From an optimization exercise on the open Yosys and OpenROAD flow, aimed at small area; shortcuts taken in it are not production practice.
Function was checked by simulation only, so behaviour that the tests miss may differ from the original.
Power and IR drop assume default switching activity.

==> flow/design.v <==
module tensor_process_elem (
 	input  logic clk				   
    ,input  logic reset				   
    ,input  logic load_bias            
    ,input  logic [31:0] bias_in       
    ,input  logic stall                
    ,input  logic [31:0] left_in 	   
    ,input  logic [31:0] top_in        
    ,output logic [31:0] sum_out	   
);
	logic signed [15:0] mult0, mult1, mult2, mult3;	 
	logic signed [31:0] sum;						 
	logic signed [31:0] accumulator;				 
    assign mult0 = $signed(left_in[7:0])   * $signed(top_in[7:0]);
    assign mult1 = $signed(left_in[15:8])  * $signed(top_in[15:8]);
    assign mult2 = $signed(left_in[23:16]) * $signed(top_in[23:16]);
    assign mult3 = $signed(left_in[31:24]) * $signed(top_in[31:24]);
    assign sum = accumulator + 32'(mult0) + 32'(mult1) + 32'(mult2) + 32'(mult3);
    always_ff @(posedge clk) begin
    	if (reset) begin
    		accumulator <= 'b0;
    	end else begin
            accumulator <= (load_bias) ? $signed(bias_in) : (stall) ? accumulator : sum;
        end
    end
    assign sum_out = accumulator;
endmodule
module systolic_tensor_array (
    input   logic    clk              
    ,input  logic    reset            
    ,input  logic    stall            
    ,input  logic [31:0]  A0          
    ,input  logic [31:0]  A1          
    ,input  logic [31:0]  A2          
    ,input  logic [31:0]  A3          
    ,input  logic [31:0]  B0          
    ,input  logic [31:0]  B1          
    ,input  logic [31:0]  B2          
    ,input  logic [31:0]  B3          
    ,input  logic [3:0]   load_bias0  
    ,input  logic [3:0]   load_bias1  
    ,input  logic [3:0]   load_bias2  
    ,input  logic [3:0]   load_bias3  
    ,input  logic [127:0] bias0       
    ,input  logic [127:0] bias1       
    ,input  logic [127:0] bias2       
    ,input  logic [127:0] bias3       
    ,output logic [127:0] C0          
    ,output logic [127:0] C1          
    ,output logic [127:0] C2          
    ,output logic [127:0] C3          
    ,output logic   sta_idle          
);
    localparam int N = 4;
    logic [N-1:0][N-1:0][31:0] A_data;
    logic [N-1:0][N-1:0][31:0] B_data;
    logic [N-1:0][N-1:0][31:0] pe_outputs;
    logic [N-1:0][N-1:0]       lb_all;
    logic [N-1:0][N-1:0][31:0] bias_all;
    assign lb_all[0] = load_bias0;  assign bias_all[0] = bias0;
    assign lb_all[1] = load_bias1;  assign bias_all[1] = bias1;
    assign lb_all[2] = load_bias2;  assign bias_all[2] = bias2;
    assign lb_all[3] = load_bias3;  assign bias_all[3] = bias3;
    assign A_data[0][0] = A0;  assign B_data[0][0] = B0;
    assign A_data[1][0] = A1;  assign B_data[0][1] = B1;
    assign A_data[2][0] = A2;  assign B_data[0][2] = B2;
    assign A_data[3][0] = A3;  assign B_data[0][3] = B3;
    generate
        for (genvar row = 0; row < N; row++) begin : gen_rows
            for (genvar col = 0; col < N; col++) begin : gen_cols
                if (col != 0) begin : gen_a_data
                    logic [31:0] a_q;
                    always_ff @(posedge clk) begin
                        if (reset)
                            a_q <= '0;
                        else if (stall)
                            a_q <= a_q;
                        else
                            a_q <= A_data[row][col-1];
                    end
                    assign A_data[row][col] = a_q;
                end
                if (row != 0) begin : gen_b_data
                    logic [31:0] b_q;
                    always_ff @(posedge clk) begin
                        if (reset)
                            b_q <= '0;
                        else if (stall)
                            b_q <= b_q;
                        else
                            b_q <= B_data[row-1][col];
                    end
                    assign B_data[row][col] = b_q;
                end
                tensor_process_elem pe (
                    .clk(clk)
                    ,.reset(reset)
                    ,.load_bias(lb_all[row][col])
                    ,.bias_in(bias_all[row][col])
                    ,.stall(stall)
                    ,.left_in(A_data[row][col])
                    ,.top_in(B_data[row][col])
                    ,.sum_out(pe_outputs[row][col])
                );
            end
        end
    endgenerate
    assign C0 = pe_outputs[0];
    assign C1 = pe_outputs[1];
    assign C2 = pe_outputs[2];
    assign C3 = pe_outputs[3];
    always_comb begin
        sta_idle = 1'b1;  
        for (int row = 0; row < N; row++) begin
            for (int col = 0; col < N; col++) begin
                if (A_data[row][col] != 32'b0) sta_idle = 1'b0;
                if (B_data[row][col] != 32'b0) sta_idle = 1'b0;
                if (lb_all[row][col])          sta_idle = 1'b0;
            end
        end
    end
endmodule
==> flow/run.sh <==
#!/bin/bash
# synth_recipe.tcl (not shown) runs the flow's synth.tcl, then flattens the netlist and writes it again
# the make line also repeats each setting of config.mk as NAME=value (left out here)
make -C /OpenROAD-flow-scripts/flow DESIGN_CONFIG=/design/flow/config.mk WORK_HOME=/design/flow/orfs CLKGATE_MAP_FILE= SYNTH_SCRIPT=/design/flow/synth_recipe.tcl finish
==> flow/config.mk <==
export PLATFORM = sky130hd
export DESIGN_NAME = systolic_tensor_array
export DESIGN_NICKNAME = systolic_tensor_array
export VERILOG_FILES = /design/flow/design.v
export SDC_FILE = /design/flow/constraint.sdc
export NUM_CORES = 4
export LEC_CHECK = 0
export CAP_MARGIN = 20
export CORE_MARGIN = 2
export CORE_UTILIZATION = 40
export SLEW_MARGIN = 20
==> flow/constraint.sdc <==
create_clock -name core_clock -period 12.0 [get_ports {clk}]
set_input_delay 2.4000 -clock core_clock [delete_from_list [all_inputs] [get_ports {clk}]]
set_output_delay 2.4000 -clock core_clock [all_outputs]
set_load 0.01 [all_outputs]
==> flow_summary_export.csv <==
group,metric,value,unit
global_routing,grt.overflow.total,0,
placement,io_buffers,1299,
cts,cts-hold-fix-buffers,0,
synth,synth_edf_count,0,
critical_path,crit_slowest_cell,"clkdlybuf4s50_1",
critical_path,timing.critical_path.buf_inv,6,
global_routing,antenna_found_initial,238,
floorplan,die_area,0.733,mm2
critical_path,crit_family,"adder cells",
sta,setup_slack,1.63,ns
cts,clock_sinks,1280,
pwr,p_clk_share,6.1,%
synth,yosysSeqAreaShare,8.83,%
synth,synth_cell_types,97,
sta,slew_headroom,15.4,%
sta,max_freq,96.4,MHz
run,maxCapViolations,0,
synth,ys_warn_count,2,
synth,netlist_area,0.290,mm2
sta,finalMaxSlewViolations,0,
synth,async_flop_share,0,%
pwr,power_frac_comb,87.9,%
global_routing,track_usage,28.4,%
pwr,swShare,55.7,%
synth,ys_ff_latch,1280,
cts,cts_root_buffer,"clkbuf_16",
pwr,seq_power_share,6.0,%
cts,clk_path_buf_depth,4,
sta,hold_violations,0,
global_routing,grt_first_pass_wirelength,1530000,um
critical_path,cp_common_cell,"fa_1",
sta,fin_crit,10.37,ns
critical_path,worstSetupEndpointType,"register",
sta,period_share,86.4,%
detailed_routing,vias,208000,
cts,htreeDepth,4,
detailed_routing,first_pass_iters,6,
cells_and_area,layout-drive-gt1-share,2.86,%
pwr,p_switching,54.8,mW
critical_path,worstPathCellList,"clkdlybuf4s50_1 > and2_1 > inv_1 > buf_4 > fa_1 > fa_1 > inv_1 > fa_1 > fa_1 > inv_1 > fa_1 > fa_1 > fa_1 > inv_1 > fa_1 > ha_1 > a211o_1 > or3_1 > a211oi_1 > nor2_1 > a21oi_1 > o21ai_0 > xnor2_1 > a2111oi_0",
sta,fin_skew,0.0963,ns
sta,worst_pin_slew,1.26,ns
critical_path,path_class,"in -> reg",
floorplan,die_y,856,um
cts,cts_tree,"yes",
cts,clock_latency,1.00,ns
detailed_routing,vias_per_cell,5.19,
synth,ys.flop_type,"dfxtp_1",
floorplan,die_w,856,um
cells_and_area,syn_to_final_growth,10.4,%
floorplan,rows,312,
cts,cts.clk_slew.worst_paths,0.06,ns
floorplan,io_pins,1300,
synth,netlist.area_leader.share,50.5,%
critical_path,cp_max_fo,15,
cts,cts_setup_buffers,0,
critical_path,cp.required,12.88,ns
synth,syn_avg_cell_area,9.77,um2
placement,place_hpwl,881000,um
placement,pre_cts_ws,0.582,ns
pwr,p_int,43.6,mW
synth,yosysMostFrequentCell,"inv_1",
placement,place_congestion,0.956,
sta,rsz0062_at_grt,"false",
sta,finalSetupTns,0,ns
critical_path,arrival,11.25,ns
floorplan,start_util,40.2,%
synth,synth.net_count,39800,
worst_hold_path,hp-class,"reg -> reg",
detailed_routing,first_iter_violations,15600,
synth,synth_area_leaders,"fa_1 (51%), inv_1 (9.5%), dfxtp_1 (8.8%)",
pwr,power_density,307,mW/mm2
detailed_routing,avgRoutedWirePerCell,25.7,um
worst_hold_path,holdPathStages,2,
pwr,leakage,148,nW
detailed_routing,detail-route-antenna-nets,0,
detailed_routing,drc,0,
pwr,peakVddDrop,1.76,mV
status,status,"finished clean",
cts,cts_resized,0,
global_routing,grt_pass1_vias,227000,
synth,yosysTopAreaCell,"fa_1",
synth,synthTopCellsByCount,"inv_1 (7349), fa_1 (7328), nand2_1 (2399)",
detailed_routing,totalWireLength,1030000,um
global_routing,grt_start_max_net_pins,154,
sta,setup_viol,0,
cells_and_area,nets,40400,
floorplan,coreArea,0.723,mm2
synth,postSynthCellCount,29700,
critical_path,start_kind,"input pin",
cts,numCtsBuffers,182,
critical_path,path_depth,24,
critical_path,rr_worst_depth,25,
critical_path,cpPeakStageDelay,0.81,ns
==> per-layer routing <==
| layer | track usage (%) | part of all wire (%) | routed length, um |
|---|---|---|---|
| met1 | 38.0 | 41 | 422000 |
| met2 | 44.4 | 45 | 467000 |
| met3 | 5.96 | 8.2 | 84500 |
| met4 | 13.2 | 5.5 | 57200 |
| met5 | 0 | 0.048 | 492 |
==> final timing paths <==
path / slack [ns] / from / to
worst max-delay path: 1.63 / A1[31] / gen_rows[1].gen_cols[0].pe.accumulator[23]
worst min-delay path: 0.51 / gen_rows[2].gen_cols[0].gen_b_data.b_q[12] / gen_rows[2].gen_cols[0].gen_b_data.b_q[12]
worst max register to register: 2.24 / gen_rows[1].gen_cols[2].gen_a_data.a_q[23] / gen_rows[1].gen_cols[2].pe.accumulator[28]
worst min register to register: 0.51 / gen_rows[2].gen_cols[0].gen_b_data.b_q[12] / gen_rows[2].gen_cols[0].gen_b_data.b_q[12]
==> cell families after synthesis <==
family	synth area share, %
and+or+nand+nor	11.3
DFF	8.83
buffers and inverters	11.3
AOI/OAI and AO/OA	4.60
adders and majority gates	59.1
xor gates and xnor gates	1.72
muxes	3.09
==> per-stage QoR <==
step	cells	cell area [um2]	total power [mW]	hold WS [ns]	utilization (%)
floorplan	29700	290000	67.2	0.519	-
detailed placement	39600	314000	91.2	0.495	43.4
CTS	40000	320000	98.3	0.508	44.3
global placement	39600	314000	90.7	0.477	43.4
global route	40100	320000	109	0.523	44.3
finish	40100	320000	98.4	0.505	44.3
==> cells in the final DEF, fill, tap and decap left out, drive strengths merged, types with 22 or more instances in the layout <==
master         synthesis  layout
o21bai                48      48
nor2b                233     233
o31ai                 36      36
fa                  7328    7328
mux2i                896     896
nor4                 289     289
xor2                 169     169
nand2               2399    2399
or3                   45      45
clkinv                 3      38
a311oi                26      26
ha                  2000    2000
nand4                 98      98
a221oi                93      93
o21a                  74      74
a2111oi               22      22
o21ai                453     453
nand2b               378     378
a211o                 22      22
and3                  48      48
a21o                 182     182
a21oi                687     687
diode                  0     125
a211oi               145     145
clkbuf              1299     236
dfxtp               1280    1280
and2                1593    1593
nor2                1440    1440
xnor2                400     400
nand3                 84      84
o211ai                71      71
a31oi                 44      44
inv                 7353    7376
nor3                 143     143
buf                  104     462
o211a                 27      27
clkdlybuf4s50          0    1280
==> tightest hold or removal path, stage by stage (launching register included) <==
cell and delay, ns:
dfxtp_1 0.33, mux2i_1 0.07, nor2_1 0.07
==> final cells by class <==
cell class,count,area (um2)
antenna,125,313
fill,69500,402000
timing repair buffer,1742,16400
tap,9577,12000
clock buffer,236,5100
inverter,7356,27600
multi-input combinational,19700,232000
sequential,1280,25600
clock inverter,93,1280
==> power by group through the flow <==
stage          clock, mW  sequential (mW)  combinational [mW]
2_1_floorplan          0             5.41                61.8
3_3_place_gp           0             5.95                84.8
3_5_place_dp           0             5.95                85.3
4_1_cts             6.18             5.86                86.3
5_1_grt             6.31             5.91                96.4
6_report            6.05             5.89                86.5
==> state kept, by name, indices dropped and copies added (netlist names) <==
name,flops
gen_rows.gen_cols.pe.accumulator,512
gen_rows.gen_cols.gen_b_data.b_q,384
gen_rows.gen_cols.gen_a_data.a_q,384

==> re-timing with driven ports <==
The flow's constraints put no driver on any port. The routed layout listed below was extracted and timed again, unchanged, in two steps.
Step 1, drivers: a clkbuf_16 drives clk and a buf_2 each remaining input, both assumed.
Step 2 adds t to the input delays and takes it off the output delays; t is the mean of the earliest and latest rising clock arrival at the registers after step 1. Input paths then give back, and output paths get back, about the clock's delay inside the block.
a / b / c = no drivers / after step 1 / after step 2; a / b = the first two.
t (ns): 1.104
slack for setup (ns): 1.628 / 1.405 / 0.301
worst setup path at the end: input to register
After both steps setup and hold are still met in this run. For this run, drivers alone change the setup slack by -0.223 ns; drivers and shift together by -1.327 ns.
